Background: an optimization exercise with open tools, aiming at small area and a short achievable clock period. Do not read the settings as production practice. At most, simulation tests tie the RTL to the original design; equivalence was not proved. The RTL of runs 3 to 7 was laid out without a check of its function. Power is estimated from default activity; no workload was simulated.

File: config.mk
export PLATFORM = sky130hd
export DESIGN_NAME = alu
export DESIGN_NICKNAME = alu
export VERILOG_FILES = /design/flow/design.v
export SDC_FILE = /design/flow/constraint.sdc
export NUM_CORES = 4
export LEC_CHECK = 0
export CAP_MARGIN = 20
export CORE_MARGIN = 2
export CORE_UTILIZATION = 60
export SLEW_MARGIN = 20
File: constraint.sdc
create_clock -name core_clock -period 11.0 [get_ports {clk}]
set_input_delay 2.2000 -clock core_clock [delete_from_list [all_inputs] [get_ports {clk}]]
set_output_delay 2.2000 -clock core_clock [all_outputs]
set_load 0.01 [all_outputs]
File: design.v
`timescale 1ns/1ps
module alu(
           clk,
           rst_n,
           src1,
           src2,
           ALU_control,
           result,
           zero,
           cout,
           overflow
           );
input           clk;
input           rst_n;
input  [32-1:0] src1;
input  [32-1:0] src2;
input   [4-1:0] ALU_control;
output [32-1:0] result;
output          zero;
output          cout;
output          overflow;
  wire is_and = (ALU_control == 4'b0000);
  wire is_or  = (ALU_control == 4'b0001);
  wire is_add = (ALU_control == 4'b0010);
  wire is_sub = (ALU_control == 4'b0110);
  wire is_slt = (ALU_control == 4'b0111);
  wire is_nor = (ALU_control == 4'b1100);
  wire arith  = is_add | is_sub;
  wire        inv = ALU_control[2];
  wire [31:0] b   = src2 ^ {32{inv}};
  wire [31:0] p   = src1 ^ b;
  wire [31:0] g   = src1 & b;
  wire [31:0] g0 = {g[31:1], g[0] | (p[0] & inv)};
  wire [31:0] p0 = p;
  wire G0_1 = g0[1] | (p0[1] & g0[0]);
  wire G0_3 = g0[3] | (p0[3] & g0[2]);
  wire P0_3 = p0[3] & p0[2];
  wire G0_5 = g0[5] | (p0[5] & g0[4]);
  wire P0_5 = p0[5] & p0[4];
  wire G0_7 = g0[7] | (p0[7] & g0[6]);
  wire P0_7 = p0[7] & p0[6];
  wire G0_9 = g0[9] | (p0[9] & g0[8]);
  wire P0_9 = p0[9] & p0[8];
  wire G0_11 = g0[11] | (p0[11] & g0[10]);
  wire P0_11 = p0[11] & p0[10];
  wire G0_13 = g0[13] | (p0[13] & g0[12]);
  wire P0_13 = p0[13] & p0[12];
  wire G0_15 = g0[15] | (p0[15] & g0[14]);
  wire P0_15 = p0[15] & p0[14];
  wire G0_17 = g0[17] | (p0[17] & g0[16]);
  wire P0_17 = p0[17] & p0[16];
  wire G0_19 = g0[19] | (p0[19] & g0[18]);
  wire P0_19 = p0[19] & p0[18];
  wire G0_21 = g0[21] | (p0[21] & g0[20]);
  wire P0_21 = p0[21] & p0[20];
  wire G0_23 = g0[23] | (p0[23] & g0[22]);
  wire P0_23 = p0[23] & p0[22];
  wire G0_25 = g0[25] | (p0[25] & g0[24]);
  wire P0_25 = p0[25] & p0[24];
  wire G0_27 = g0[27] | (p0[27] & g0[26]);
  wire P0_27 = p0[27] & p0[26];
  wire G0_29 = g0[29] | (p0[29] & g0[28]);
  wire P0_29 = p0[29] & p0[28];
  wire G0_31 = g0[31] | (p0[31] & g0[30]);
  wire P0_31 = p0[31] & p0[30];
  wire G1_2 = g0[2] | (p0[2] & G0_1);
  wire G1_3 = G0_3 | (P0_3 & G0_1);
  wire G1_6 = g0[6] | (p0[6] & G0_5);
  wire P1_6 = p0[6] & P0_5;
  wire G1_7 = G0_7 | (P0_7 & G0_5);
  wire P1_7 = P0_7 & P0_5;
  wire G1_10 = g0[10] | (p0[10] & G0_9);
  wire P1_10 = p0[10] & P0_9;
  wire G1_11 = G0_11 | (P0_11 & G0_9);
  wire P1_11 = P0_11 & P0_9;
  wire G1_14 = g0[14] | (p0[14] & G0_13);
  wire P1_14 = p0[14] & P0_13;
  wire G1_15 = G0_15 | (P0_15 & G0_13);
  wire P1_15 = P0_15 & P0_13;
  wire G1_18 = g0[18] | (p0[18] & G0_17);
  wire P1_18 = p0[18] & P0_17;
  wire G1_19 = G0_19 | (P0_19 & G0_17);
  wire P1_19 = P0_19 & P0_17;
  wire G1_22 = g0[22] | (p0[22] & G0_21);
  wire P1_22 = p0[22] & P0_21;
  wire G1_23 = G0_23 | (P0_23 & G0_21);
  wire P1_23 = P0_23 & P0_21;
  wire G1_26 = g0[26] | (p0[26] & G0_25);
  wire P1_26 = p0[26] & P0_25;
  wire G1_27 = G0_27 | (P0_27 & G0_25);
  wire P1_27 = P0_27 & P0_25;
  wire G1_30 = g0[30] | (p0[30] & G0_29);
  wire P1_30 = p0[30] & P0_29;
  wire G1_31 = G0_31 | (P0_31 & G0_29);
  wire P1_31 = P0_31 & P0_29;
  wire G2_4 = g0[4] | (p0[4] & G1_3);
  wire G2_5 = G0_5 | (P0_5 & G1_3);
  wire G2_6 = G1_6 | (P1_6 & G1_3);
  wire G2_7 = G1_7 | (P1_7 & G1_3);
  wire G2_12 = g0[12] | (p0[12] & G1_11);
  wire P2_12 = p0[12] & P1_11;
  wire G2_13 = G0_13 | (P0_13 & G1_11);
  wire P2_13 = P0_13 & P1_11;
  wire G2_14 = G1_14 | (P1_14 & G1_11);
  wire P2_14 = P1_14 & P1_11;
  wire G2_15 = G1_15 | (P1_15 & G1_11);
  wire P2_15 = P1_15 & P1_11;
  wire G2_20 = g0[20] | (p0[20] & G1_19);
  wire P2_20 = p0[20] & P1_19;
  wire G2_21 = G0_21 | (P0_21 & G1_19);
  wire P2_21 = P0_21 & P1_19;
  wire G2_22 = G1_22 | (P1_22 & G1_19);
  wire P2_22 = P1_22 & P1_19;
  wire G2_23 = G1_23 | (P1_23 & G1_19);
  wire P2_23 = P1_23 & P1_19;
  wire G2_28 = g0[28] | (p0[28] & G1_27);
  wire P2_28 = p0[28] & P1_27;
  wire G2_29 = G0_29 | (P0_29 & G1_27);
  wire P2_29 = P0_29 & P1_27;
  wire G2_30 = G1_30 | (P1_30 & G1_27);
  wire P2_30 = P1_30 & P1_27;
  wire G2_31 = G1_31 | (P1_31 & G1_27);
  wire P2_31 = P1_31 & P1_27;
  wire G3_8 = g0[8] | (p0[8] & G2_7);
  wire G3_9 = G0_9 | (P0_9 & G2_7);
  wire G3_10 = G1_10 | (P1_10 & G2_7);
  wire G3_11 = G1_11 | (P1_11 & G2_7);
  wire G3_12 = G2_12 | (P2_12 & G2_7);
  wire G3_13 = G2_13 | (P2_13 & G2_7);
  wire G3_14 = G2_14 | (P2_14 & G2_7);
  wire G3_15 = G2_15 | (P2_15 & G2_7);
  wire G3_24 = g0[24] | (p0[24] & G2_23);
  wire P3_24 = p0[24] & P2_23;
  wire G3_25 = G0_25 | (P0_25 & G2_23);
  wire P3_25 = P0_25 & P2_23;
  wire G3_26 = G1_26 | (P1_26 & G2_23);
  wire P3_26 = P1_26 & P2_23;
  wire G3_27 = G1_27 | (P1_27 & G2_23);
  wire P3_27 = P1_27 & P2_23;
  wire G3_28 = G2_28 | (P2_28 & G2_23);
  wire P3_28 = P2_28 & P2_23;
  wire G3_29 = G2_29 | (P2_29 & G2_23);
  wire P3_29 = P2_29 & P2_23;
  wire G3_30 = G2_30 | (P2_30 & G2_23);
  wire P3_30 = P2_30 & P2_23;
  wire G3_31 = G2_31 | (P2_31 & G2_23);
  wire P3_31 = P2_31 & P2_23;
  wire G4_16 = g0[16] | (p0[16] & G3_15);
  wire G4_17 = G0_17 | (P0_17 & G3_15);
  wire G4_18 = G1_18 | (P1_18 & G3_15);
  wire G4_19 = G1_19 | (P1_19 & G3_15);
  wire G4_20 = G2_20 | (P2_20 & G3_15);
  wire G4_21 = G2_21 | (P2_21 & G3_15);
  wire G4_22 = G2_22 | (P2_22 & G3_15);
  wire G4_23 = G2_23 | (P2_23 & G3_15);
  wire G4_24 = G3_24 | (P3_24 & G3_15);
  wire G4_25 = G3_25 | (P3_25 & G3_15);
  wire G4_26 = G3_26 | (P3_26 & G3_15);
  wire G4_27 = G3_27 | (P3_27 & G3_15);
  wire G4_28 = G3_28 | (P3_28 & G3_15);
  wire G4_29 = G3_29 | (P3_29 & G3_15);
  wire G4_30 = G3_30 | (P3_30 & G3_15);
  wire G4_31 = G3_31 | (P3_31 & G3_15);
  wire [32:0] c;
  assign c[0] = inv;
  assign c[1] = g0[0];
  assign c[2] = G0_1;
  assign c[3] = G1_2;
  assign c[4] = G1_3;
  assign c[5] = G2_4;
  assign c[6] = G2_5;
  assign c[7] = G2_6;
  assign c[8] = G2_7;
  assign c[9] = G3_8;
  assign c[10] = G3_9;
  assign c[11] = G3_10;
  assign c[12] = G3_11;
  assign c[13] = G3_12;
  assign c[14] = G3_13;
  assign c[15] = G3_14;
  assign c[16] = G3_15;
  assign c[17] = G4_16;
  assign c[18] = G4_17;
  assign c[19] = G4_18;
  assign c[20] = G4_19;
  assign c[21] = G4_20;
  assign c[22] = G4_21;
  assign c[23] = G4_22;
  assign c[24] = G4_23;
  assign c[25] = G4_24;
  assign c[26] = G4_25;
  assign c[27] = G4_26;
  assign c[28] = G4_27;
  assign c[29] = G4_28;
  assign c[30] = G4_29;
  assign c[31] = G4_30;
  assign c[32] = G4_31;
  wire [31:0] sum = p ^ c[31:0];
  wire        ovf = c[31] ^ c[32];
  wire        lt  = sum[31] ^ ovf;
  wire [31:0] orv = src1 | src2;
  wire [31:0] res = ({32{is_and}} & (src1 & src2))
                  | ({32{is_or}}  & orv)
                  | ({32{is_nor}} & ~orv)
                  | ({32{arith}}  & sum)
                  | {31'b0, is_slt & lt};
  reg  [31:0] r_result;
  reg         r_cout;
  reg         r_ovf;
  always @(posedge clk or negedge rst_n) begin
    if (!rst_n) begin
      r_result <= 32'b0;
      r_cout   <= 1'b0;
      r_ovf    <= 1'b0;
    end else begin
      r_result <= res;
      r_cout   <= arith & c[32];
      r_ovf    <= arith & ovf;
    end
  end
  assign result   = r_result;
  assign zero     = ~(|r_result);
  assign cout     = r_cout;
  assign overflow = r_ovf;
endmodule
File: flow/run.sh
#!/bin/bash
set -euo pipefail
export BUFFER_PORTS_ARGS="-buffer_cell sky130_fd_sc_hd__buf_1"
export SETUP_SLACK_MARGIN=0

bash standard.sh > standard_flow.log 2>&1
File: standard.sh
#!/bin/bash
# synth_recipe.tcl (not shown) runs the flow's synth.tcl, then flattens the netlist and writes it again
# the make line also repeats each setting of config.mk as NAME=value (left out here)
make -C /OpenROAD-flow-scripts/flow DESIGN_CONFIG=/design/flow/config.mk WORK_HOME=/design/flow/orfs CLKGATE_MAP_FILE= SYNTH_SCRIPT=/design/flow/synth_recipe.tcl "${@:-finish}"
==> metrics.md, run 1 <==
| Metric | Value |
|---|---|
| Status | `no timing/DRC/antenna violations` |
| Root Driver | `clkbuf_8` |
| Die Y-Extent | `82.69 um` |
| DR pass1 iterations | `4` |
| Largest area contributor in the netlist | `dfrtp_1` |
| Clock Path Buffers | `2` |
| Total CTS buffers | `5` |
| Max-Cap Viols | `0` |
| Gr usage total | `29.36%` |
| Synth top area cells | `dfrtp_1, ha_1, xor2_1` |
| Min-delay worst type | `input pin to asynchronous set/reset pin` |
| Post-CTS setup buffer count | `0` |
| Total power | `436.6 uW` |
| Drt via density | `6.266` |
| Pre-CTS setup slack | `5.631 ns` |
| RSZ-0062 raised after global routing | `false` |
| TritonCTS clock tree | `done` |
| Max Clock Freq | `194.3 MHz` |
| Crit path max fanout | `36` |
| Static Leakage | `0.001970 uW` |
| Mean post-synth cell area | `8.559 um2` |
| Period utilization | `46.79%` |
| Clock transition at path regs | `0.07 ns` |
| Crit path DAT | `5.31 ns` |
| Routed wire length | `10050 um` |
| Slew HR | `40.00%` |
| N_diodes | `0` |
| Seq cells post-synth | `34` |
| Post-CTS Hold Buffers | `0` |
| Final setup TNS | `0 ns` |
| Final instance area | `4280 um2` |
| Vias in the first global route | `3269` |
| Final worst slack | `5.853 ns` |
| Area after DPL | `4184 um2` |
| Post-Syn Instances | `434` |
| Layout cells sized above 1 | `6.026%` |
| Cell Rows | `28` |
| Period minus WS final | `5.147 ns` |
| Dpl hpwl | `7418 um` |
| Fillers | `535` |
| Non-filler cells, final | `606` |
| Area share of the largest cell type after synthesis | `22.90%` |
| DRC | `0` |
| DRT iter0 DRCs | `219` |
| Prevailing post-synth register cell | `dfrtp_1` |
| GP Congestion | `0.8472` |
| CTS sink cnt | `34` |
| Count of cell types in the netlist | `54` |
| Routed wire per std cell | `16.59 um` |
| PortBufs | `104` |
| Via Count | `3797` |
| Initial antenna violation count | `0` |
| Pin count of the biggest net entering global routing | `42` |
| Max-slew violation count | `0` |
| Initial core utilization | `62.37%` |
| PostCTS Resize Cnt | `0` |
| CP Launch Type | `input pin` |
| Number of routed nets with antenna violations | `0` |
| Yosys warning count | `1` |
| Nets | `638` |
| Commonest cells post-synth | `xor2_1, nor3_1, dfrtp_1` |
| Cell with the most instances after synthesis | `xor2_1` |
| Critical Path Sink Type | `flip-flop` |
| Mapped Nets | `541` |
| H-tree Lvls | `2` |
| Core area | `5956 um2` |
| Slew @ Worst Pin | `0.9001 ns` |
| Async SR Flop Fraction | `100.0%` |
| WP data required | `11.16 ns` |
| Setup Viol. Count Final | `0` |
| I/O pins | `105` |
| Die Span X | `82.69 um` |
| Post-synthesis to final-layout area growth | `15.22%` |
| Placed Cells | `598` |
| Hold Vio Cnt, Final | `0` |
| First-pass GRT wire length | `15280 um` |
| Die area | `6837 um2` |
| Pwr/cell area | `102.0 nW/um2` |
| Post-synth EDFFs | `0` |
| Max rail drop VDD | `0.05576 mV` |
| Grt ovf | `0` |
| Crit Path Class | `input pin to flip-flop` |
| Post-Syn Area | `3715 um2` |
| Seq/Total Area, Yosys | `22.90%` |
## cell usage in the layout (no fill, tap or decap), drive strengths merged, types with 2 or more instances in the layout
master / netlist / routed
and3: 2 / 2
nor3b: 3 / 3
dfrtp: 34 / 34
nor2b: 7 / 7
o22ai: 2 / 2
mux2: 3 / 3
nor3: 36 / 36
a31o: 2 / 2
xnor2: 9 / 9
nand2: 12 / 12
o31ai: 3 / 3
nand4b: 2 / 2
ha: 32 / 32
buf: 0 / 107
nor2: 16 / 16
clkbuf: 20 / 10
nand3b: 5 / 5
xor2: 37 / 37
nand3: 8 / 8
o21bai: 3 / 3
nor4: 11 / 11
a21oi: 29 / 29
fa: 5 / 5
nand2b: 3 / 3
inv: 17 / 17
a221oi: 28 / 28
a211oi: 2 / 2
a21boi: 2 / 2
o21ai: 36 / 36
o21a: 2 / 2
a21o: 31 / 31
mux2i: 6 / 6
nand4: 5 / 5
o211ai: 5 / 5
## metrics by stage
stage          util (%)  hold WS, ns
6_report          71.87        2.028
5_1_grt           71.87        2.084
4_1_cts           71.53        2.056
3_5_place_dp      70.25        2.363
3_3_place_gp      70.25        2.346
2_1_floorplan         -        1.904
## power by group
part	total, uW	internal [uW]	switching, uW
combinational	204	86.0	118
clock	88.4	43.6	44.8
sequential	144	137	7.16
## path summary, 6_finish.rpt
check                                from            to  slack [ns]  cells past startpoint
setup / recovery           ALU_control[2]   r_result[8]        5.85                     11
hold / removal                      rst_n  r_result[27]        2.03                      1
max in group asynchronous           rst_n   r_result[6]        8.41                      1
min in group core_clock           src2[4]   r_result[4]        2.19                      3
## metal layers
layer | up-vias | part of all wire (%) | track usage, %
met5 | - | 0 | 0
met4 | 0 | 1.4 | 8.197
met3 | 10 | 5.8 | 4.022
met2 | 123 | 48 | 49.52
met1 | 1813 | 45 | 39.27
li1 | 1851 | - | -
## state kept, by name, summed over array words and instances, names as in the netlist
name,count
r_cout,1
r_ovf,1
r_result,32
## cells by family after synthesis
group                    synth area share (%)
buffers and inverters                   3.739
multiplexers                            2.627
AO/OA/AOI/OAI                           29.10
AND/OR/NAND/NOR                         17.31
adder cells (fa/ha/maj)                 13.47
flip-flops                              22.90
XOR/XNOR                                10.85
## critical path: stages
cell	delay [ns]
clkbuf_2	0.08
buf_4	0.30
mux2_2	0.35
fa_1	0.45
a211oi_1	0.41
o21ai_0	0.21
a21oi_1	0.28
o21bai_1	0.14
fa_1	0.47
a221oi_1	0.27
o21ai_0	0.12
## area by class of cell
| cell class | count | area, um2 | share of cell area (%) |
|---|---|---|---|
| multi-input cells | 363 | 2751 | 64.28 |
| flip-flops and latches | 34 | 850.8 | 19.88 |
| repair buffers | 110 | 444.2 | 10.38 |
| well taps | 75 | 93.84 | 2.192 |
| clock buffers | 7 | 76.32 | 1.783 |
| inverters | 17 | 63.81 | 1.491 |
==> inputs of run 2 (changes only) <==
==> flow/run.sh (replaced) <==
#!/bin/bash
set -euo pipefail
export BUFFER_PORTS_ARGS="-buffer_cell sky130_fd_sc_hd__buf_1"
export SETUP_SLACK_MARGIN=5.5

bash standard.sh > standard_flow.log 2>&1
==> metrics.md, run 2 <==
| Metric | Value |
|---|---|
| Status | `no timing/DRC/antenna violations` |
| WL met3 | `586 um` |
| Post-CTS setup buffer count | `0` |
| Max Clock Freq | `194.3 MHz` |
| Non-filler cells, final | `606` |
| Vias in the first global route | `3269` |
| Met2 Wirelength | `4808 um` |
| Max rail drop VDD | `0.05576 mV` |
| Post-Syn Instances | `434` |
| PostCTS Resize Cnt | `0` |
| Die area | `6837 um2` |
| Crit Path Class | `input pin to flip-flop` |
| RSZ-0062 raised after global routing | `false` |
| Largest register FFs | `32` |
| Number of routed nets with antenna violations | `0` |
| Period minus WS final | `5.147 ns` |
| WP data required | `11.16 ns` |
| Gr usage total | `29.36%` |
| CP max stage delay | `0.47 ns` |
| Period utilization | `46.79%` |
| Largest registers | `r_result (32), r_cout (1), r_ovf (1)` |
| TritonCTS clock tree | `done` |
| CP Launch Type | `input pin` |
| Mapped Nets | `541` |
| Via Count | `3797` |
| Synth top area cells | `dfrtp_1, ha_1, xor2_1` |
| Prevailing post-synth register cell | `dfrtp_1` |
| GP Congestion | `0.8472` |
| Post-Syn Area | `3715 um2` |
| DRC | `0` |
| CP top delay family | `compound AO/OA/AOI/OAI gates` |
| Routed wire length | `10050 um` |
| Crit-path slowest cell | `fa_1` |
| Initial antenna violation count | `0` |
| Mean post-synth cell area | `8.559 um2` |
| Min-delay worst type | `input pin to asynchronous set/reset pin` |
| Seq cells post-synth | `34` |
| Pwr/cell area | `102.0 nW/um2` |
| Routed wire per std cell | `16.59 um` |
| I/O pins | `105` |
| Max-Cap Viols | `0` |
| Layout cells sized above 1 | `6.026%` |
| Initial core utilization | `62.37%` |
| Final setup TNS | `0 ns` |
| CTS sink cnt | `34` |
| Setup Viol. Count Final | `0` |
| Drt via density | `6.266` |
| Commonest non-fill, non-tap cell in the layout | `buf_1` |
| Async SR Flop Fraction | `100.0%` |
| Largest area contributor in the netlist | `dfrtp_1` |
| H-tree Lvls | `2` |
| Crit path max fanout | `36` |
| PortBufs | `104` |
| Crit path DAT | `5.31 ns` |
| Seq/Total Area, Yosys | `22.90%` |
| Top layer used by detailed routing | `met4` |
| Placed Cells | `598` |
| Clock Path Buffers | `2` |
| N_diodes | `0` |
| DR pass1 iterations | `4` |
| Area share of the largest cell type after synthesis | `22.90%` |
| Post-synthesis to final-layout area growth | `15.22%` |
| Critical Path Sink Type | `flip-flop` |
| Post-CTS Hold Buffers | `0` |
| Post-synth EDFFs | `0` |
| Static Leakage | `0.001970 uW` |
| Most frequent cells in the layout | `buf_1, xor2_1, nor3_1` |
| First-pass GRT wire length | `15280 um` |
| Yosys warning count | `1` |
| Cell with the most instances after synthesis | `xor2_1` |
| Hold Vio Cnt, Final | `0` |
| Met1 wire length | `4516 um` |
| Worst path bufs/invs | `2` |
| Biggest register | `r_result` |
| Crit-path cells | `clkbuf_2 > buf_4 > mux2_2 > fa_1 > a211oi_1 > o21ai_0 > a21oi_1 > o21bai_1 > fa_1 > a221oi_1 > o21ai_0` |
| Total CTS buffers | `5` |
| DRT iter0 DRCs | `219` |
| Max-slew violation count | `0` |
| Core area | `5956 um2` |
| Root Driver | `clkbuf_8` |
| Commonest cells post-synth | `xor2_1, nor3_1, dfrtp_1` |
| Cell Rows | `28` |
| Slew @ Worst Pin | `0.9001 ns` |
| Slew HR | `40.00%` |
| Die Y-Extent | `82.69 um` |
| Grt ovf | `0` |
| Dpl hpwl | `7418 um` |
| Pin count of the biggest net entering global routing | `42` |
| Die Span X | `82.69 um` |
| Nets | `638` |
| Clock transition at path regs | `0.07 ns` |
| Count of cell types in the netlist | `54` |
==> run 2: cell counts after synthesis <==
Identical to the previous run, type by type.
==> run 2: area by class of cell <==
type                       count  area (um2)
inverter                      17       63.81
tap                           75       93.84
fill                         535        1675
timing repair buffer         110       444.2
sequential                    34       850.8
multi-input combinational    363        2751
clock buffer                   7       76.32
==> run 2: cells by family after synthesis <==
kind of cell | after synthesis | share of synthesized area, %
compound gates | 154 | 29.10
xor+xnor | 46 | 10.85
fa+ha+maj | 37 | 13.47
buf+inv | 37 | 3.739
flops | 34 | 22.90
mux | 9 | 2.627
simple gates | 117 | 17.31
==> run 2: power breakdown <==
part	total [uW]	switching (uW)	internal (uW)	leakage, uW
Combinational	204	118	86.0	0.00148
Clock	88.4	44.8	43.6	0.0000383
Sequential	144	7.16	137	0.000454
==> run 2: metal layers <==
metal | vias up | global-route usage, %
met5 | - | 0
met4 | 0 | 8.197
met3 | 10 | 4.022
met2 | 123 | 49.52
met1 | 1813 | 39.27
li1 | 1851 | -
==> run 2: worst paths after layout <==
path / startpoint / endpoint / cells past startpoint
setup / recovery: ALU_control[2] / r_result[8] / 11
max in group asynchronous: rst_n / r_result[6] / 1
hold / removal: rst_n / r_result[27] / 1
min in group core_clock: src2[4] / r_result[4] / 3
==> run 2: through the flow <==
stage / total power, uW / worst slack, ns / hold WS [ns] / area, um2 / util (%)
2_1_floorplan: 286.7 / 5.817 / 1.904 / 3715 / -
3_3_place_gp: 341.1 / 5.657 / 2.346 / 4184 / 70.25
3_5_place_dp: 347.1 / 5.631 / 2.363 / 4184 / 70.25
4_1_cts: 435.6 / 5.934 / 2.056 / 4260 / 71.53
5_1_grt: 467.5 / 5.722 / 2.084 / 4280 / 71.87
6_report: 436.6 / 5.853 / 2.028 / 4280 / 71.87
==> inputs of run 3 (changes only) <==
--- a/design.v
+++ b/design.v
@@ -27,5 +27,5 @@
   wire is_nor = (ALU_control == 4'b1100);
   wire arith  = is_add | is_sub;
-  wire        inv = ALU_control[2];
+  wire        inv = is_sub | is_slt;
   wire [31:0] b   = src2 ^ {32{inv}};
   wire [31:0] p   = src1 ^ b;
==> flow/run.sh (replaced) <==
#!/bin/bash
set -euo pipefail
export BUFFER_PORTS_ARGS="-buffer_cell sky130_fd_sc_hd__buf_1"
export SETUP_SLACK_MARGIN=6.25

bash standard.sh > standard_flow.log 2>&1
--- a/config.mk
+++ b/config.mk
@@ -8,4 +8,4 @@
 export CAP_MARGIN = 20
 export CORE_MARGIN = 2
-export CORE_UTILIZATION = 60
+export CORE_UTILIZATION = 40
 export SLEW_MARGIN = 20
==> metrics.md, run 3 <==
| Metric | Value |
|---|---|
| GP Congestion | `0.8521` |
| Crit path max fanout | `17` |
| Initial antenna violation count | `0` |
| Slew HR | `36.79%` |
| Setup crit start | `ALU_control[3]` |
| Met1 wire length | `4958 um` |
| Drt via density | `5.869` |
| Hold Vio Cnt, Final | `0` |
| Routed wire length | `11160 um` |
| Post-Syn Instances | `431` |
| Pin count of the biggest net entering global routing | `36` |
| Seq/Total Area, Yosys | `23.34%` |
| Cell Rows | `34` |
| Status | `no timing/DRC/antenna violations` |
| Total power | `469.3 uW` |
| Post-Syn Area | `3646 um2` |
| Number of routed nets with antenna violations | `0` |
| Total CTS buffers | `5` |
| Largest register FFs | `32` |
| N_diodes | `0` |
| Final instance area | `4523 um2` |
| Grt ovf | `0` |
| H-tree Lvls | `2` |
| CP Launch Type | `input pin` |
| Non-filler cells, final | `651` |
| Placed Cells | `628` |
| Prevailing post-synth register cell | `dfrtp_1` |
| Period minus WS final | `4.796 ns` |
| Gr usage total | `22.01%` |
| Slew @ Worst Pin | `0.9481 ns` |
| Layout cells sized above 1 | `13.26%` |
| Mapped Nets | `538` |
| Static Leakage | `0.001814 uW` |
| Root Driver | `clkbuf_8` |
| Dpl hpwl | `7680 um` |
| Count of cell types in the netlist | `52` |
| Die Y-Extent | `99.47 um` |
| Most frequent cells in the layout | `buf_1, o211ai_1, xnor2_1` |
| Mean post-synth cell area | `8.459 um2` |
| Commonest non-fill, non-tap cell in the layout | `buf_1` |
| Area after DPL | `4159 um2` |
| Critical Path Sink Type | `flip-flop` |
| Crit path DAT | `4.97 ns` |
| Max-slew violation count | `0` |
| PortBufs | `104` |
| Clock Path Buffers | `2` |
| DR pass1 iterations | `4` |
| DRT iter0 DRCs | `153` |
| Min-delay worst type | `input pin to asynchronous set/reset pin` |
| Period utilization | `43.60%` |
| Routed wire per std cell | `17.14 um` |
| Post-synthesis to final-layout area growth | `24.06%` |
| Max rail drop VDD | `0.04370 mV` |
| Vias in the first global route | `3618` |
| Top layer used by detailed routing | `met4` |
| WL met3 | `691 um` |
| DRC | `0` |
| Area share of the largest cell type after synthesis | `23.34%` |
| TritonCTS clock tree | `done` |
| Met2 Wirelength | `5310 um` |
| Setup Viol. Count Final | `0` |
| Cell with the most instances after synthesis | `o211ai_1` |
| Clock transition at path regs | `0.08 ns` |
| Via Count | `3821` |
| Die area | `9894 um2` |
| Largest registers | `r_result (32), r_cout (1), r_ovf (1)` |
| CTS sink cnt | `34` |
| Worst hold slack | `2.036 ns` |
| Pwr/cell area | `103.8 nW/um2` |
| Biggest register | `r_result` |
| Seq cells post-synth | `34` |
| Core area | `8763 um2` |
| Async SR Flop Fraction | `100.0%` |
| Final setup TNS | `0 ns` |
| Crit Path Class | `input pin to flip-flop` |
| Max-Cap Viols | `0` |
| Largest area contributor in the netlist | `dfrtp_1` |
| Post-synth EDFFs | `0` |
| I/O pins | `105` |
| WP data required | `11.18 ns` |
| Fillers | `861` |
| First-pass GRT wire length | `17660 um` |
| Commonest cells post-synth | `o211ai_1, xnor2_1, dfrtp_1` |
| Yosys warning count | `1` |
| Max Clock Freq | `208.5 MHz` |
| Nets | `649` |
| Synth top area cells | `dfrtp_1, ha_1, xnor2_1` |
| RSZ-0062 raised after global routing | `true` |
| Initial core utilization | `41.60%` |
| Die Span X | `99.47 um` |
[run 3: changes by cell type after synthesis, sizes merged, moves of 4 or more]
| cell | before | now |
|---|---|---|
| o211ai | 5 | 45 |
| xor2 | 37 | 3 |
| xnor2 | 9 | 41 |
| a21o | 31 | 4 |
| a221oi | 28 | 9 |
| o21ai | 36 | 20 |
| nand2 | 12 | 27 |
| nor3 | 36 | 27 |
| o311ai | 0 | 7 |
| a31oi | 0 | 5 |
| nor2 | 16 | 21 |
| o32ai | 1 | 5 |
[run 3: logic make-up (layout without fill, tap and decap cells)]
logic type / after synthesis / count (layout) / synth area share, %
buf+inv: 41 / 153 / 4.221
mux: 9 / 9 / 2.608
simple gates: 121 / 121 / 16.71
flops: 34 / 34 / 23.34
fa+ha+maj: 37 / 37 / 13.73
compound gates: 145 / 145 / 28.83
xor+xnor: 44 / 44 / 10.57
[run 3: area by class of cell]
type / count / area, um2 / share of cell area (%)
multi-input cells: 356 / 2751 / 60.83
inverters: 19 / 71.32 / 1.577
flip-flops and latches: 34 / 850.8 / 18.81
well taps: 108 / 135.1 / 2.988
repair buffers: 126 / 604.3 / 13.36
clock buffers: 8 / 110.1 / 2.434
[run 3: metal layers]
layer  vias up  track usage [%]
li1       1861                -
met1      1816            29.56
met2       128            36.80
met3        16            2.600
met4         0            7.482
met5         -                0
[run 3: repair_timing]
action / 4_1_cts / 5_1_grt
cloned: 1 / 0
gates resized for setup: 12 / 13
hold buffers: 0 / 0
endpoints found under the setup margin: 22 / 20
setup buffers: 6 / 8
pin swaps: 8 / 14
[run 3: through the flow]
| step | worst slack (ns) | util (%) |
|---|---|---|
| global placement | 5.687 | 47.46 |
| finish | 6.204 | 51.61 |
| detailed placement | 5.586 | 47.46 |
| CTS | 6.243 | 50.16 |
| floorplan | 6.252 | - |
| global route | 6.027 | 51.61 |
[run 3: power by group]
part	switching [uW]	internal (uW)	total, uW
sequential	6.94	136	143
combinational	121	91.8	213
clock	50.0	63.3	113
[run 3: worst max-delay path: stages]
cell and delay, ns:
buf_2 0.13, nand3b_1 0.23, buf_4 0.20, buf_16 0.17, xnor2_2 0.15, ha_2 0.37
nand4_1 0.14, nor2_1 0.17, and3_1 0.18, a211oi_2 0.05, a21oi_2 0.21, o21ai_2 0.10
a211oi_2 0.33, mux2_1 0.36
[run 3: worst paths after layout]
check | end | slack [ns] | cells past startpoint
max in group asynchronous | r_result[23] | 8.37 | 1
min in group core_clock | r_result[3] | 2.19 | 3
hold / removal | r_result[4] | 2.04 | 1
setup / recovery | r_ovf | 6.20 | 14
==> inputs of run 4 (changes only) <==
==> flow/run.sh (replaced) <==
#!/bin/bash
# Layout flow: the standard layout, with two changes.
# 1. Synthesis is the standard synthesis (synth_recipe.tcl, so -nofsm -noshare,
#    flatten and the same renames) except that Yosys does not extract full and
#    half adder cells, and ABC maps the logic with flow/abc.script instead of
#    the ORFS speed script. The registers are the standard synthesis's.
# 2. The port buffers are the small plain buffer instead of the default
#    delay-buffer cell, and the resizer's setup repair aims for a slack margin.
# Each tool's output goes to a log of its own in the work folder.
set -euo pipefail
here=$(pwd)
{ head -n 1 synth_recipe.tcl
  cat <<'EOT'
# ABC with this flow's own script
proc abc {args} {
  set i [lsearch -exact $args -script]
  if {$i >= 0} { lset args [expr {$i + 1}] $::env(OWN_ABC_SCRIPT) }
  yosys abc {*}$args
}
EOT
  tail -n +2 synth_recipe.tcl
} > own_synth.tcl
sed -e "s#SYNTH_SCRIPT=[^ ]*#SYNTH_SCRIPT=$here/own_synth.tcl ADDER_MAP_FILE=#" standard.sh > own_synth.sh
export OWN_ABC_SCRIPT=$here/flow/abc.script
bash own_synth.sh synth > synth.log 2>&1
export BUFFER_PORTS_ARGS="-buffer_cell sky130_fd_sc_hd__buf_1"
export SETUP_SLACK_MARGIN=6
bash standard.sh > layout.log 2>&1
==> flow/abc.script (new file) <==
strash
&get -n
&dch -f
&nf -R 1000
&put
topo
buffer -c
upsize -c
dnsize -c
stime -c
==> metrics.md, run 4 <==
| Metric | Value |
|---|---|
| Via Count | `3787` |
| Nets | `627` |
| Slew @ Worst Pin | `0.9431 ns` |
| DRT iter0 DRCs | `169` |
| Synth top area cells | `dfrtp_1, xnor2_1, xor2_1` |
| Post-synth EDFFs | `0` |
| DRC | `0` |
| Biggest register | `r_result` |
| Hold Vio Cnt, Final | `0` |
| Period utilization | `45.44%` |
| Crit path max fanout | `7` |
| Critical Path Sink Type | `flip-flop` |
| Async SR Flop Fraction | `100.0%` |
| Largest register FFs | `32` |
| Commonest non-fill, non-tap cell in the layout | `buf_1` |
| Status | `no timing/DRC/antenna violations` |
| Area share of the largest cell type after synthesis | `23.88%` |
| Post-Syn Area | `3563 um2` |
| Die Y-Extent | `98.39 um` |
| Initial core utilization | `41.06%` |
| Cell with the most instances after synthesis | `o21ai_0` |
| Prevailing post-synth register cell | `dfrtp_1` |
| Crit Path Class | `input pin to flip-flop` |
| Vias in the first global route | `3588` |
| Met1 wire length | `4665 um` |
| TritonCTS clock tree | `done` |
| Total CTS buffers | `5` |
| Period minus WS final | `4.999 ns` |
| Pin count of the biggest net entering global routing | `35` |
| Layout cells sized above 1 | `12.01%` |
| Routed wire length | `10730 um` |
| Pre-CTS setup slack | `4.913 ns` |
| Seq cells post-synth | `34` |
| Post-synthesis to final-layout area growth | `24.89%` |
| PortBufs | `104` |
| Initial antenna violation count | `0` |
| Post-Syn Instances | `445` |
| Largest area contributor in the netlist | `dfrtp_1` |
| Cell Rows | `34` |
| Core area | `8678 um2` |
| Yosys warning count | `1` |
| Root Driver | `clkbuf_8` |
| DR pass1 iterations | `4` |
| WL met3 | `542 um` |
| Min-delay worst type | `input pin to asynchronous set/reset pin` |
| Clock transition at path regs | `0.08 ns` |
| Drt via density | `5.686` |
| Mapped Nets | `515` |
| Clock Path Buffers | `2` |
| CP Launch Type | `input pin` |
| I/O pins | `105` |
| Top layer used by detailed routing | `met4` |
| Commonest cells post-synth | `o21ai_0, xnor2_1, xor2_1` |
| Max rail drop VDD | `0.04772 mV` |
| RSZ-0062 raised after global routing | `true` |
| Number of routed nets with antenna violations | `0` |
| Max-slew violation count | `0` |
| Max Clock Freq | `200.1 MHz` |
| Count of cell types in the netlist | `50` |
| Setup Viol. Count Final | `0` |
| GP Congestion | `0.7758` |
| Final worst slack | `6.001 ns` |
| Die Span X | `98.39 um` |
| Routed wire per std cell | `16.11 um` |
| Static Leakage | `0.001699 uW` |
| Seq/Total Area, Yosys | `23.88%` |
| Die area | `9680 um2` |
| Mean post-synth cell area | `8.008 um2` |
| Slew HR | `37.13%` |
| Pwr/cell area | `104.7 nW/um2` |
| First-pass GRT wire length | `17090 um` |
| Max-Cap Viols | `0` |
| H-tree Lvls | `2` |
| Crit path DAT | `5.14 ns` |
| Largest registers | `r_result (32), r_cout (1), r_ovf (1)` |
| Met2 Wirelength | `5285 um` |
| CTS sink cnt | `34` |
| Gr usage total | `21.50%` |
| Most frequent cells in the layout | `buf_1, o21ai_0, xnor2_1` |
| Grt ovf | `0` |
| Dpl hpwl | `7092 um` |
| Final setup TNS | `0 ns` |
| N_diodes | `0` |
| WP data required | `11.15 ns` |
-- run 4: changes by cell type after synthesis, sizes merged, moves of 7 or more --
cell	delta
nor3	-19
a21oi	-24
a31oi	+32
clkbuf	-9
maj3	+9
xor2	+34
o311ai	-7
ha	-32
o21ai	+52
xnor2	+12
o211ai	-43
nor2	+13
o31ai	+32
-- run 4: cell type report --
| class | count | area, um2 |
|---|---|---|
| tap | 108 | 135.1 |
| fill | 874 | 4228 |
| timing repair buffer | 120 | 559.3 |
| inverter | 17 | 63.81 |
| clock buffer | 8 | 110.1 |
| multi-input combinational | 379 | 2731 |
| sequential | 34 | 850.8 |
-- run 4: where the power goes --
group          internal [uW]  total (uW)  switching [uW]
registers                136         142            6.12
clock network           63.3         113            49.3
logic                   86.8         212             125
total                    286         466             180
-- run 4: how the worst max path moves through the flow --
stage,slack [ns],end,cells after the start,from
6_report,6.00,r_result[22],13,ALU_control[3]
5_1_grt,5.88,r_result[23],13,ALU_control[3]
4_1_cts,6.01,r_result[23],13,ALU_control[3]
3_5_place_dp,4.91,r_result[23],12,ALU_control[2]
3_3_place_gp,5.12,r_result[23],12,ALU_control[1]
2_1_floorplan,6.10,r_result[29],13,ALU_control[3]
-- run 4: stage by stage --
stage	area, um2	instances	utilization (%)	hold slack, ns	power, uW
floorplan	3563	445	-	1.904	276.4
global placement	4026	642	46.40	2.367	327.5
detailed placement	4026	642	46.40	2.377	331.7
CTS	4265	657	49.15	2.065	454.2
global route	4451	666	51.28	2.118	495.8
finish	4451	666	51.28	2.045	465.9
-- run 4: cell families after synthesis --
kind of cell             after synthesis  share of synthesized area [%]
AO/OA/AOI/OAI                        167                          30.48
XOR/XNOR                              90                          23.38
adder cells (fa/ha/maj)                9                          2.563
buffers and inverters                 35                          4.564
flip-flops                            34                          23.88
AND/OR/NAND/NOR                      110                          15.13
-- run 4: what timing repair did --
item	CTS	global route
hold buffers	0	0
pin swaps	3	11
setup endpoints to repair	25	18
setup buffers	5	8
cloned	2	1
gates resized for setup	11	27
endpoints found under the hold margin	0	0
-- run 4: worst max-delay path, stage by stage --
cell	delay (ns)
buf_12	0.11
nand3b_4	0.24
buf_6	0.17
xor2_2	0.15
xnor2_2	0.17
nor2b_4	0.16
a221o_1	0.36
a31oi_4	0.24
and3b_2	0.29
a2111o_4	0.51
a311oi_2	0.32
xnor2_1	0.15
o21ai_1	0.07
-- run 4: routing by layer --
metal | track usage (%) | vias to the layer above
li1 | - | 1861
met4 | 4.742 | 0
met3 | 3.865 | 23
met5 | 0 | -
met2 | 37.31 | 113
met1 | 27.96 | 1790
==> inputs of run 5 (changes only) <==
==> flow/abc.script (replaced) <==
strash
&get -n
&dch -f
&nf -R 1000
&put
topo
upsize -c
dnsize -c
stime -c
==> metrics.md, run 5 <==
| Metric | Value |
|---|---|
| Status | `no timing/DRC/antenna violations` |
| Count of cell types in the netlist | `45` |
| Vias in the first global route | `3425` |
| Root Driver | `clkbuf_8` |
| Grt ovf | `0` |
| Routed wire per std cell | `16.20 um` |
| Biggest register | `r_result` |
| Via Count | `3777` |
| Final Core Density | `54.03%` |
| Largest registers | `r_result (32), r_cout (1), r_ovf (1)` |
| Max-slew violation count | `0` |
| Largest family of logic cells by synthesized area | `compound AO/OA/AOI/OAI gates` |
| Post-synth EDFFs | `0` |
| Routed wire length | `10760 um` |
| First-pass GRT wire length | `16660 um` |
| Async SR Flop Fraction | `100.0%` |
| Compound-Gate Fraction of Synth Area | `31.13%` |
| N_diodes | `0` |
| Critical Path Sink Type | `flip-flop` |
| Static Leakage | `0.001653 uW` |
| GP Congestion | `0.8228` |
| Commonest non-fill, non-tap cell in the layout | `buf_1` |
| Setup Viol. Count Final | `0` |
| TritonCTS clock tree | `done` |
| Area after DPL | `4030 um2` |
| Die Span X | `97.07 um` |
| Post-CTS Hold Buffers | `0` |
| Clock transition at path regs | `0.08 ns` |
| Drt via density | `5.688` |
| Multiplexer share of the synthesized area | `0%` |
| H-tree Lvls | `2` |
| Die Y-Extent | `97.07 um` |
| PortBufs | `104` |
| CP Launch Type | `input pin` |
| Synth top area cells | `dfrtp_1, xnor2_1, o21ai_0` |
| Prevailing post-synth register cell | `dfrtp_1` |
| Layout cells sized above 1 | `11.99%` |
| Crit path max fanout | `6` |
| Crit path DAT | `5.04 ns` |
| Crit Path Class | `input pin to flip-flop` |
| Period utilization | `44.57%` |
| Mean post-synth cell area | `8.114 um2` |
| DRC | `0` |
| Post-Synth XOR/XNOR Area | `24.16%` |
| WP data required | `11.14 ns` |
| Post-Syn Instances | `427` |
| Post-Synth Simple-Gate Area | `15.60%` |
| DRT iter0 DRCs | `162` |
| Clock Path Buffers | `2` |
| Slew HR | `39.81%` |
| Nets | `628` |
| CTS sink cnt | `34` |
| Area share of the largest cell type after synthesis | `24.56%` |
| Hold Vio Cnt, Final | `0` |
| Seq cells post-synth | `34` |
| Post-synthesis to final-layout area growth | `29.43%` |
| Number of routed nets with antenna violations | `0` |
| Total CTS buffers | `5` |
| Slew @ Worst Pin | `0.9029 ns` |
| Total power | `450.7 uW` |
| Max-Cap Viols | `0` |
| Max rail drop VDD | `0.04961 mV` |
| Period minus WS final | `4.903 ns` |
| Pin count of the biggest net entering global routing | `35` |
| Final setup TNS | `0 ns` |
| Seq/Total Area, Yosys | `24.56%` |
| Pre-CTS setup slack | `5.014 ns` |
| Min-delay worst type | `input pin to asynchronous set/reset pin` |
| Dpl hpwl | `6932 um` |
| Post-Syn Area | `3465 um2` |
| Yosys warning count | `1` |
| Commonest cells post-synth | `o21ai_0, xnor2_1, a31oi_1` |
| Max Clock Freq | `204.0 MHz` |
| Final instance area | `4484 um2` |
| Initial antenna violation count | `0` |
| Core area | `8299 um2` |
| I/O pins | `105` |
| Die area | `9422 um2` |
| Post-synthesis adder-cell area fraction | `2.709%` |
| Cell with the most instances after synthesis | `o21ai_0` |
| DR pass1 iterations | `5` |
| Initial core utilization | `41.75%` |
| Pwr/cell area | `100.5 nW/um2` |
| Most frequent cells in the layout | `buf_1, o21ai_0, xnor2_1` |
| Largest register FFs | `32` |
| Gr usage total | `21.19%` |
| Final worst slack | `6.097 ns` |
| Cell Rows | `33` |
| RSZ-0062 raised after global routing | `true` |
| Mapped Nets | `497` |
| Largest area contributor in the netlist | `dfrtp_1` |
-- run 5: cells by family (layout without fill, tap and decap cells) --
logic type / Yosys count / count (layout)
AOI/OAI and AO/OA: 167 / 169
and+or+nand+nor: 110 / 112
xor gates and xnor gates: 90 / 90
DFF: 34 / 34
buffers and inverters: 17 / 145
adders and majority gates: 9 / 9
-- run 5: worst max-delay path: stages --
cell and delay (ns):
buf_12 0.11, nand3b_4 0.18, buf_12 0.17, xor2_4 0.19, xnor2_2 0.16, nor2b_4 0.13, a221o_1 0.36, a31oi_4 0.20
and3b_2 0.27, a2111o_4 0.54, a221oi_4 0.27, xor2_1 0.17, o21ai_1 0.09
-- run 5: final timing paths --
path	to	cells after the start	slack [ns]	from
max in group asynchronous	r_result[8]	1	8.40	rst_n
setup / recovery	r_result[21]	13	6.10	ALU_control[3]
min in group core_clock	r_result[14]	3	2.25	src2[14]
hold / removal	r_result[23]	1	2.03	rst_n
-- run 5: area by class of cell --
class	instances	area (um2)
repair buffers	120	568.0
clock buffers	7	86.33
well taps	105	131.4
fillers	799	3815
inverters	17	63.81
flip-flops and latches	34	850.8
clock inverters	1	5.005
multi-input cells	380	2779
-- run 5: timing repair --
action,CTS,global route
gates cloned,2,2
pin swaps,1,11
setup buffers,3,10
setup endpoints to repair,24,18
resized for setup,13,27
-- run 5: per-stage QoR --
stage | std cells | hold slack (ns)
global placement | 639 | 2.357
global route | 664 | 2.097
detailed placement | 639 | 2.364
CTS | 652 | 2.053
floorplan | 427 | 1.904
finish | 664 | 2.028
-- run 5: per-layer routing --
layer / vias to the layer above / wire length [um] / GRT usage (%)
met5: - / 0 / 0
met4: 0 / 136 / 4.009
met3: 16 / 732 / 4.245
met2: 140 / 5127 / 35.74
met1: 1742 / 4763 / 28.42
li1: 1879 / - / -
-- run 5: power breakdown --
group | internal (uW) | switching, uW | leakage (uW)
Sequential | 136 | 6.70 | 0.000457
Clock | 50.6 | 47.2 | 0.0000482
Combinational | 87.4 | 123 | 0.00115
==> inputs of run 6 (changes only) <==
--- a/flow/run.sh
+++ b/flow/run.sh
@@ -25,4 +25,4 @@
 bash own_synth.sh synth > synth.log 2>&1
 export BUFFER_PORTS_ARGS="-buffer_cell sky130_fd_sc_hd__buf_1"
-export SETUP_SLACK_MARGIN=6
+export SETUP_SLACK_MARGIN=0
 bash standard.sh > layout.log 2>&1
==> metrics.md, run 6 <==
| Metric | Value |
|---|---|
| Async SR Flop Fraction | `100.0%` |
| Crit-path cells | `buf_1 > nand3b_4 > xnor2_1 > xnor2_4 > nor2b_4 > a221o_1 > a31oi_2 > and3b_1 > a2111o_4 > a221oi_2 > xor2_1 > o21ai_0` |
| Period minus WS final | `5.740 ns` |
| Max rail drop VDD | `0.05489 mV` |
| Vias in the first global route | `3496` |
| Via Count | `3600` |
| Final setup TNS | `0 ns` |
| Critical Path Sink | `r_result[21]` |
| Area after DPL | `4023 um2` |
| Drt via density | `5.564` |
| GP Congestion | `0.8822` |
| Worst hold slack | `2.014 ns` |
| Post-synthesis adder-cell area fraction | `2.709%` |
| Crit-path slowest cell | `xnor2_1` |
| Clock transition at path regs | `0.08 ns` |
| Dpl hpwl | `6917 um` |
| Period utilization | `52.18%` |
| Critical Path Sink Type | `flip-flop` |
| Die Span X | `97.07 um` |
| Setup crit start | `ALU_control[1]` |
| Clock Path Buffers | `2` |
| Die Y-Extent | `97.07 um` |
| DRT iter0 DRCs | `151` |
| Setup Viol. Count Final | `0` |
| Post-synthesis to final-layout area growth | `20.08%` |
| Most frequent cells in the layout | `buf_1, o21ai_0, xnor2_1` |
| Routed wire length | `9689 um` |
| Post-Syn Area | `3465 um2` |
| Count of cell types in the netlist | `45` |
| Max-slew violation count | `0` |
| Non-filler cells, final | `647` |
| DRC | `0` |
| Initial core utilization | `41.75%` |
| Grt ovf | `0` |
| Nets | `611` |
| H-tree Lvls | `2` |
| Crit path max fanout | `32` |
| Biggest register | `r_result` |
| TritonCTS clock tree | `done` |
| Area share of the largest cell type after synthesis | `24.56%` |
| Post-Synth XOR/XNOR Area | `24.16%` |
| Total power | `471.3 uW` |
| Min-delay worst type | `input pin to asynchronous set/reset pin` |
| Synth top area cells | `dfrtp_1, xnor2_1, o21ai_0` |
| Fillers | `860` |
| Slew @ Worst Pin | `0.8777 ns` |
| Largest registers | `r_result (32), r_cout (1), r_ovf (1)` |
| Max Clock Freq | `174.2 MHz` |
| Final instance area | `4160 um2` |
| Pwr/cell area | `113.3 nW/um2` |
| CP Launch Type | `input pin` |
| Commonest cells post-synth | `o21ai_0, xnor2_1, a31oi_1` |
| Yosys warning count | `1` |
| Largest area contributor in the netlist | `dfrtp_1` |
| Mapped Nets | `497` |
| Initial antenna violation count | `0` |
| Post-CTS setup buffer count | `0` |
| Post-Syn Instances | `427` |
| Placed Cells | `639` |
| RSZ-0062 raised after global routing | `false` |
| Die area | `9422 um2` |
| Number of routed nets with antenna violations | `0` |
| First-pass GRT wire length | `16100 um` |
| DR pass1 iterations | `4` |
| Routed wire per std cell | `14.98 um` |
| PostCTS Resize Cnt | `0` |
| Slew HR | `41.49%` |
| Cell with the most instances after synthesis | `o21ai_0` |
| Seq cells post-synth | `34` |
| Cell Rows | `33` |
| Largest register FFs | `32` |
| Crit path DAT | `5.89 ns` |
| N_diodes | `0` |
| Crit Path Class | `input pin to flip-flop` |
| CTS sink cnt | `34` |
| Core area | `8299 um2` |
| Seq/Total Area, Yosys | `24.56%` |
| Root Driver | `clkbuf_8` |
| Post-Synth Simple-Gate Area | `15.60%` |
| Status | `no timing/DRC/antenna violations` |
| Total CTS buffers | `5` |
| Hold Vio Cnt, Final | `0` |
| Post-synth EDFFs | `0` |
| PortBufs | `104` |
| Static Leakage | `0.001501 uW` |
| Multiplexer share of the synthesized area | `0%` |
| Compound-Gate Fraction of Synth Area | `31.13%` |
| Max-Cap Viols | `0` |
| Gr usage total | `20.36%` |
| Layout cells sized above 1 | `6.458%` |
| Post-CTS Hold Buffers | `0` |
| I/O pins | `105` |
| Reg area | `850.8 um2` |
| Largest family of logic cells by synthesized area | `compound AO/OA/AOI/OAI gates` |
| CP max stage delay | `0.65 ns` |
| Area occupied by multi-input gates | `2562 um2` |
| Commonest non-fill, non-tap cell in the layout | `buf_1` |
| WP data required | `11.15 ns` |
| Prevailing post-synth register cell | `dfrtp_1` |
| Pin count of the biggest net entering global routing | `35` |
| Mean post-synth cell area | `8.114 um2` |
[run 6: cell counts after synthesis]
No cell type changed its count.
[run 6: through the flow]
stage	setup slack, ns	utilization, %
6_report	5.260	50.13
3_3_place_gp	5.081	48.47
5_1_grt	4.882	50.13
3_5_place_dp	4.926	48.47
2_1_floorplan	5.667	-
4_1_cts	5.217	50.13
[run 6: how the worst min path moves through the flow]
stage / depth (start not counted) / end / slack, ns
after floorplan: 0 / r_cout / 1.90
after global placement: 1 / r_result[24] / 2.35
after detailed placement: 1 / r_result[23] / 2.36
after CTS: 1 / r_result[24] / 2.04
after global routing: 1 / r_result[26] / 2.09
final: 1 / r_result[23] / 2.01
[run 6: where the power goes]
group / internal, uW / switching [uW] / leakage (uW) / total [uW]
clock: 90.9 / 52.4 / 0.0000683 / 143
combinational: 74.7 / 111 / 0.000976 / 186
sequential: 136 / 6.53 / 0.000457 / 142
total: 301 / 170 / 0.00150 / 471
[run 6: cells by family after synthesis]
kind of cell | after synthesis
adders and majority gates | 9
AOI/OAI and AO/OA | 167
and+or+nand+nor | 110
DFF | 34
xor gates and xnor gates | 90
buffers and inverters | 17
[run 6: layer usage]
layer	GRT usage [%]	vias up	routed length (um)
met5	0	-	0
met4	5.200	0	93
met3	4.748	11	630
met2	33.87	101	4557
met1	26.73	1666	4407
li1	-	1822	-
[run 6: area by class of cell]
type / count / share of cell area, %
clock buffers: 5 / 1.654
clock inverters: 3 / 1.654
inverters: 17 / 1.534
multi-input cells: 376 / 61.59
flip-flops and latches: 34 / 20.45
well taps: 105 / 3.158
repair buffers: 107 / 9.955
[run 6: worst max-delay path, delay by kind of cell]
| family | cells | cell delay (ns) |
|---|---|---|
| compound gates | 5 | 1.53 |
| xor+xnor | 3 | 1.01 |
| simple gates | 3 | 0.85 |
| buf+inv | 1 | 0.28 |
==> inputs of run 7 (changes only) <==
==> flow/abc.script (replaced) <==
strash
&get -n
&st
&dch -f
&nf -R 1000
&dch -f
&nf -R 1000
&put
topo
buffer -c
upsize -c
dnsize -c
stime -c
==> metrics.md, run 7 <==
| Metric | Value |
|---|---|
| Status | `no timing/DRC/antenna violations` |
| TritonCTS clock tree | `done` |
| Pin count of the biggest net entering global routing | `35` |
| DR pass1 iterations | `4` |
| Post-Syn Instances | `491` |
| Pre-CTS setup slack | `4.858 ns` |
| Biggest register | `r_result` |
| Min-delay worst type | `input pin to asynchronous set/reset pin` |
| Mean post-synth cell area | `7.250 um2` |
| Initial core utilization | `41.02%` |
| Clock Path Buffers | `2` |
| Post-synthesis to final-layout area growth | `15.68%` |
| Seq cells post-synth | `34` |
| Commonest non-fill, non-tap cell in the layout | `buf_1` |
| Largest registers | `r_result (32), r_cout (1), r_ovf (1)` |
| Die Span X | `98.34 um` |
| Cell with the most instances after synthesis | `o21ai_0` |
| Fillers | `948` |
| Largest register FFs | `32` |
| Final setup TNS | `0 ns` |
| H-tree Lvls | `2` |
| Post-CTS setup buffer count | `0` |
| Async SR Flop Fraction | `100.0%` |
| DRC | `0` |
| Post-synth EDFFs | `0` |
| Gr usage total | `21.18%` |
| I/O pins | `105` |
| PortBufs | `104` |
| Core area | `8678 um2` |
| N_diodes | `0` |
| Placed Cells | `690` |
| Layout cells sized above 1 | `5.433%` |
| Slew @ Worst Pin | `0.9259 ns` |
| Dpl hpwl | `7516 um` |
| Mapped Nets | `561` |
| Crit Path Class | `input pin to flip-flop` |
| Crit path max fanout | `33` |
| RSZ-0062 raised after global routing | `false` |
| Number of routed nets with antenna violations | `0` |
| CTS sink cnt | `34` |
| Root Driver | `clkbuf_8` |
| Most frequent cells in the layout | `buf_1, o21ai_0, xor2_1, nand2_1` |
| Die Y-Extent | `98.34 um` |
| Synth top area cells | `dfrtp_1, xor2_1, o21ai_0` |
| Clock transition at path regs | `0.07 ns` |
| Prevailing post-synth register cell | `dfrtp_1` |
| Routed wire per std cell | `14.52 um` |
| CP Launch Type | `input pin` |
| Largest area contributor in the netlist | `dfrtp_1` |
| Cell Rows | `34` |
| Max-Cap Viols | `0` |
| Non-filler cells, final | `697` |
| Hold Vio Cnt, Final | `0` |
| Crit path DAT | `6.00 ns` |
| Yosys warning count | `1` |
| GP Congestion | `0.8290` |
| Area share of the largest cell type after synthesis | `23.90%` |
| Commonest cells post-synth | `o21ai_0, nand2_1, xor2_1` |
| PostCTS Resize Cnt | `0` |
| Via Count | `3852` |
| Critical Path Sink Type | `flip-flop` |
| Post-Syn Area | `3560 um2` |
| Vias in the first global route | `3599` |
| Static Leakage | `0.001681 uW` |
| Period minus WS final | `5.822 ns` |
| Routed wire length | `10120 um` |
| First-pass GRT wire length | `16890 um` |
| DRT iter0 DRCs | `183` |
| Die area | `9670 um2` |
| Post-CTS Hold Buffers | `0` |
| Slew HR | `38.28%` |
| Grt ovf | `0` |
| Max rail drop VDD | `0.03865 mV` |
| Drt via density | `5.527` |
| Max Clock Freq | `171.8 MHz` |
| Total CTS buffers | `5` |
| Final worst slack | `5.178 ns` |
| Nets | `659` |
| Seq/Total Area, Yosys | `23.90%` |
| Max-slew violation count | `0` |
| Pwr/cell area | `96.95 nW/um2` |
| Count of cell types in the netlist | `51` |
| Initial antenna violation count | `0` |
| Period utilization | `52.92%` |
| WP data required | `11.18 ns` |
| Setup Viol. Count Final | `0` |
-- run 7: final timing paths --
kind / startpoint / to
worst max-delay path: ALU_control[1] / r_result[0]
worst min-delay path: rst_n / r_result[5]
max in group asynchronous: rst_n / r_result[28]
min in group core_clock: src1[13] / r_result[13]
-- run 7: area by class of cell --
class	count	area, um2	share of cell area [%]
flip-flops and latches	34	850.8	20.66
repair buffers	108	421.7	10.24
clock buffers	7	76.32	1.854
inverters	35	131.4	3.191
well taps	108	135.1	3.282
multi-input cells	405	2502	60.77
-- run 7: critical path: stages --
cell and delay [ns]:
buf_1 0.31, nand3b_4 0.54, xor2_1 0.35, xnor2_1 0.20, nor2_1 0.13, o211ai_1 0.18
a31oi_1 0.29, a31oi_1 0.22, o221ai_2 0.68, inv_2 0.13, nor4b_2 0.40, o21ai_0 0.18
nand3_1 0.11, nand3_1 0.07
-- run 7: power breakdown --
group | switching [uW] | internal [uW] | total, uW
Sequential | 6.24 | 135 | 141
Clock | 49.3 | 43.7 | 93.0
Combinational | 105 | 60.3 | 165
-- run 7: cell families after synthesis --
logic type	share of synthesized area, %
fa+ha+maj	3.023
buf+inv	6.397
compound gates	26.50
xor+xnor	16.38
mux	0.2812
simple gates	23.52
flops	23.90
-- run 7: metal layers --
layer	track usage, %	routed length (um)
met1	29.03	4756
met4	6.955	231
met5	0	0
met2	34.85	4609
met3	2.434	522
-- run 7: metrics by stage --
| stage | utilization (%) | cell area (um2) | power (uW) | hold WS (ns) |
|---|---|---|---|---|
| finish | 47.45 | 4118 | 399.2 | 2.033 |
| global route | 47.45 | 4118 | 430.3 | 2.104 |
| CTS | 47.45 | 4118 | 402.4 | 2.064 |
| detailed placement | 46.57 | 4041 | 308.6 | 2.381 |
| global placement | 46.57 | 4041 | 305.7 | 2.374 |
| floorplan | - | 3560 | 254.1 | 1.904 |
==> inputs of run 8 (changes only) <==
--- a/design.v
+++ b/design.v
@@ -27,5 +27,5 @@
   wire is_nor = (ALU_control == 4'b1100);
   wire arith  = is_add | is_sub;
-  wire        inv = is_sub | is_slt;
+  wire        inv = ALU_control[2];
   wire [31:0] b   = src2 ^ {32{inv}};
   wire [31:0] p   = src1 ^ b;
--- a/flow/run.sh
+++ b/flow/run.sh
@@ -25,4 +25,4 @@
 bash own_synth.sh synth > synth.log 2>&1
 export BUFFER_PORTS_ARGS="-buffer_cell sky130_fd_sc_hd__buf_1"
-export SETUP_SLACK_MARGIN=0
+export SETUP_SLACK_MARGIN=6
 bash standard.sh > layout.log 2>&1
==> flow/abc.script (replaced) <==
strash
&get -n
&dch -f
&nf -R 1000
&put
topo
buffer -c
upsize -c
dnsize -c
stime -c
--- a/config.mk
+++ b/config.mk
@@ -8,4 +8,4 @@
 export CAP_MARGIN = 20
 export CORE_MARGIN = 2
-export CORE_UTILIZATION = 40
+export CORE_UTILIZATION = 60
 export SLEW_MARGIN = 20
==> metrics.md, run 8 <==
| Metric | Value |
|---|---|
| Area share of the largest cell type after synthesis | `23.92%` |
| Slew @ Worst Pin | `0.9018 ns` |
| Post-Syn Instances | `445` |
| Final setup TNS | `0 ns` |
| Sw Share | `40.21%` |
| Period utilization | `44.13%` |
| Cell with the most instances after synthesis | `o21ai_0` |
| Non-filler cells, final | `627` |
| Die Y-Extent | `81.00 um` |
| Number of routed nets with antenna violations | `0` |
| Seq cells post-synth | `34` |
| Biggest register | `r_result` |
| Switching power | `177.5 uW` |
| DR pass1 iterations | `4` |
| Slew HR | `39.88%` |
| N_diodes | `0` |
| Clock Path Buffers | `2` |
| CTS sink cnt | `34` |
| Crit path DAT | `5.00 ns` |
| Min-delay worst type | `input pin to asynchronous set/reset pin` |
| Max rail drop VDD | `0.05893 mV` |
| Share of total power in sequential cells | `32.4%` |
| Status | `no timing/DRC/antenna violations` |
| DRC | `0` |
| Commonest cells post-synth | `o21ai_0, xor2_1, a31oi_1` |
| Dpl hpwl | `6887 um` |
| Largest register FFs | `32` |
| Die area | `6560 um2` |
| Post-CTS Hold Buffers | `0` |
| Commonest non-fill, non-tap cell in the layout | `buf_1` |
| Die Span X | `81.00 um` |
| Setup Viol. Count Final | `0` |
| Internal | `263.9 uW` |
| Seq/Total Area, Yosys | `23.92%` |
| Vias in the first global route | `3273` |
| Grt ovf | `0` |
| Core area | `5816 um2` |
| Routed wire per std cell | `15.59 um` |
| Mapped Nets | `515` |
| Max-Cap Viols | `0` |
| Hold Vio Cnt, Final | `0` |
| Max-slew violation count | `0` |
| Post-Syn Area | `3557 um2` |
| Comb pwr share | `47.4%` |
| Pin count of the biggest net entering global routing | `37` |
| Crit path max fanout | `16` |
| Post-synthesis to final-layout area growth | `17.94%` |
| Max Clock Freq | `206.0 MHz` |
| Static Leakage | `0.001585 uW` |
| Initial antenna violation count | `0` |
| Via Count | `3793` |
| Total CTS buffers | `5` |
| Prevailing post-synth register cell | `dfrtp_1` |
| Pwr/cell area | `105.2 nW/um2` |
| Gr usage total | `28.85%` |
| TritonCTS clock tree | `done` |
| Clock transition at path regs | `0.07 ns` |
| Async SR Flop Fraction | `100.0%` |
| Cell Rows | `28` |
| Yosys warning count | `1` |
| Largest registers | `r_result (32), r_cout (1), r_ovf (1)` |
| Nets | `622` |
| Most frequent cells in the layout | `buf_1, o21ai_0, xor2_1` |
| H-tree Lvls | `2` |
| I/O pins | `105` |
| DRT iter0 DRCs | `255` |
| Drt via density | `6.049` |
| Count of cell types in the netlist | `54` |
| WP data required | `11.14 ns` |
| Initial core utilization | `61.17%` |
| Post-synth EDFFs | `0` |
| Largest area contributor in the netlist | `dfrtp_1` |
| PortBufs | `104` |
| Fillers | `495` |
| First-pass GRT wire length | `14790 um` |
| Critical Path Sink Type | `flip-flop` |
| GP Congestion | `0.8467` |
| Routed wire length | `9775 um` |
| Synth top area cells | `dfrtp_1, xor2_1, o21ai_0` |
| Placed Cells | `608` |
| RSZ-0062 raised after global routing | `false` |
| Mean post-synth cell area | `7.994 um2` |
| Crit Path Class | `input pin to flip-flop` |
| Layout cells sized above 1 | `8.696%` |
| Root Driver | `clkbuf_8` |
| CP Launch Type | `input pin` |
| Period minus WS final | `4.854 ns` |
| Clock network power share | `20.2%` |
run 8: cell types whose count changed after synthesis, moves of 8 or more:
cell	previous run	this run
nand3_1	32	9
inv_1	33	6
nor2_1	38	28
a21oi_1	26	14
xor2_1	39	51
o21ai_0	61	69
o31ai_1	10	30
nor3_1	24	5
xnor2_1	22	33
run 8: worst paths after layout:
| path | startpoint | end | cells after the start |
|---|---|---|---|
| min in group core_clock | src2[20] | r_result[20] | 3 |
| max in group asynchronous | rst_n | r_result[12] | 1 |
| worst min-delay path | rst_n | r_result[4] | 1 |
| worst max-delay path | ALU_control[2] | r_result[29] | 14 |
run 8: per-layer routing:
layer,global-route usage (%),routed length (um)
met5,0,0
met4,10.51,202
met3,5.667,616
met2,50.91,4915
met1,34.69,4040
run 8: per-stage QoR:
step | total power [uW] | hold WS, ns | area [um2] | util (%) | setup slack (ns)
floorplan | 285.3 | 1.904 | 3557 | - | 6.298
global route | 471.7 | 2.085 | 4195 | 72.14 | 5.982
detailed placement | 339.0 | 2.363 | 3970 | 68.27 | 5.422
finish | 441.4 | 2.025 | 4195 | 72.14 | 6.146
CTS | 428.7 | 2.053 | 4059 | 69.79 | 6.025
global placement | 333.2 | 2.358 | 3970 | 68.27 | 5.544
run 8: cells by family (layout without fill, tap and decap cells):
logic type,after synthesis,after routing,share of synthesized area [%]
compound gates,174,175,29.97
xor+xnor,90,90,24.06
fa+ha+maj,4,4,1.161
buf+inv,27,133,4.115
flops,34,34,23.92
mux,1,1,0.3165
simple gates,115,115,16.46
run 8: layout make-up:
class                   count  area [um2]  share of cell area (%)
multi-input cells         385        2609                   62.18
flip-flops and latches     34       850.8                   20.28
repair buffers            120       543.0                   12.94
well taps                  75       93.84                   2.237
clock buffers               7       76.32                   1.819
inverters                   6       22.52                  0.5368
run 8: worst max-delay path, stage by stage:
cell	delay, ns
clkbuf_2	0.16
buf_12	0.21
xor2_4	0.19
xor2_2	0.23
nand2_1	0.13
o211ai_4	0.26
nand3_2	0.11
and4_4	0.20
or4_4	0.57
o211ai_4	0.18
nand4_1	0.15
o2111ai_1	0.15
xor2_1	0.17
o21ai_0	0.08
run 8: power by group through the flow:
stage	sequential, uW	combinational, uW	clock (uW)
detailed placement	145	194	0
global route	144	232	95.3
finish	143	209	89.3
CTS	143	195	90.4
global placement	145	188	0
floorplan	150	136	0
run 8: repair_timing:
action	in CTS	in global routing
pin swaps	0	1
gates cloned	0	2
buffers inserted	0	10
gates resized for setup	3	2
setup endpoints to repair	18	10

-- what the ideal ports hide --
No port has a modelled driver above. Below, the same layouts with a new extraction and two added sets of constraints.
Step 1 (the two cells are an assumption about what drives the block):
set clk [get_ports {clk}]
set_driving_cell -lib_cell sky130_fd_sc_hd__clkbuf_16 $clk
set_driving_cell -lib_cell sky130_fd_sc_hd__buf_2 [delete_from_list [all_inputs] $clk]
Step 2 moves the port delays by t, midway between the first and last clock arrival at a register: inputs arrive t later, outputs are due t later. That takes back most of the time a late clock gives input paths.
Slacks: ideal / step 1 / step 2; pairs: ideal / step 1.
run	t (ns)	slack for setup (ns)	worst setup path after step 2
run 1	0.315	5.853 / 5.855 / 5.540	input to register
run 2	0.315	5.853 / 5.855 / 5.540	input to register
run 3	0.319	6.204 / 6.213 / 5.894	input to register
run 4	0.314	6.001 / 5.976 / 5.662	input to register
run 5	0.310	6.097 / 6.075 / 5.765	input to register
run 6	0.320	5.260 / 5.266 / 4.946	input to register
run 7	0.321	5.178 / 5.182 / 4.861	input to register
run 8	0.316	6.146 / 6.151 / 5.836	input to register
After both steps every run listed still meets setup and hold. The setup slack of run 4, which loses most, moves by -0.025 ns with the drivers and by -0.339 ns with both steps.
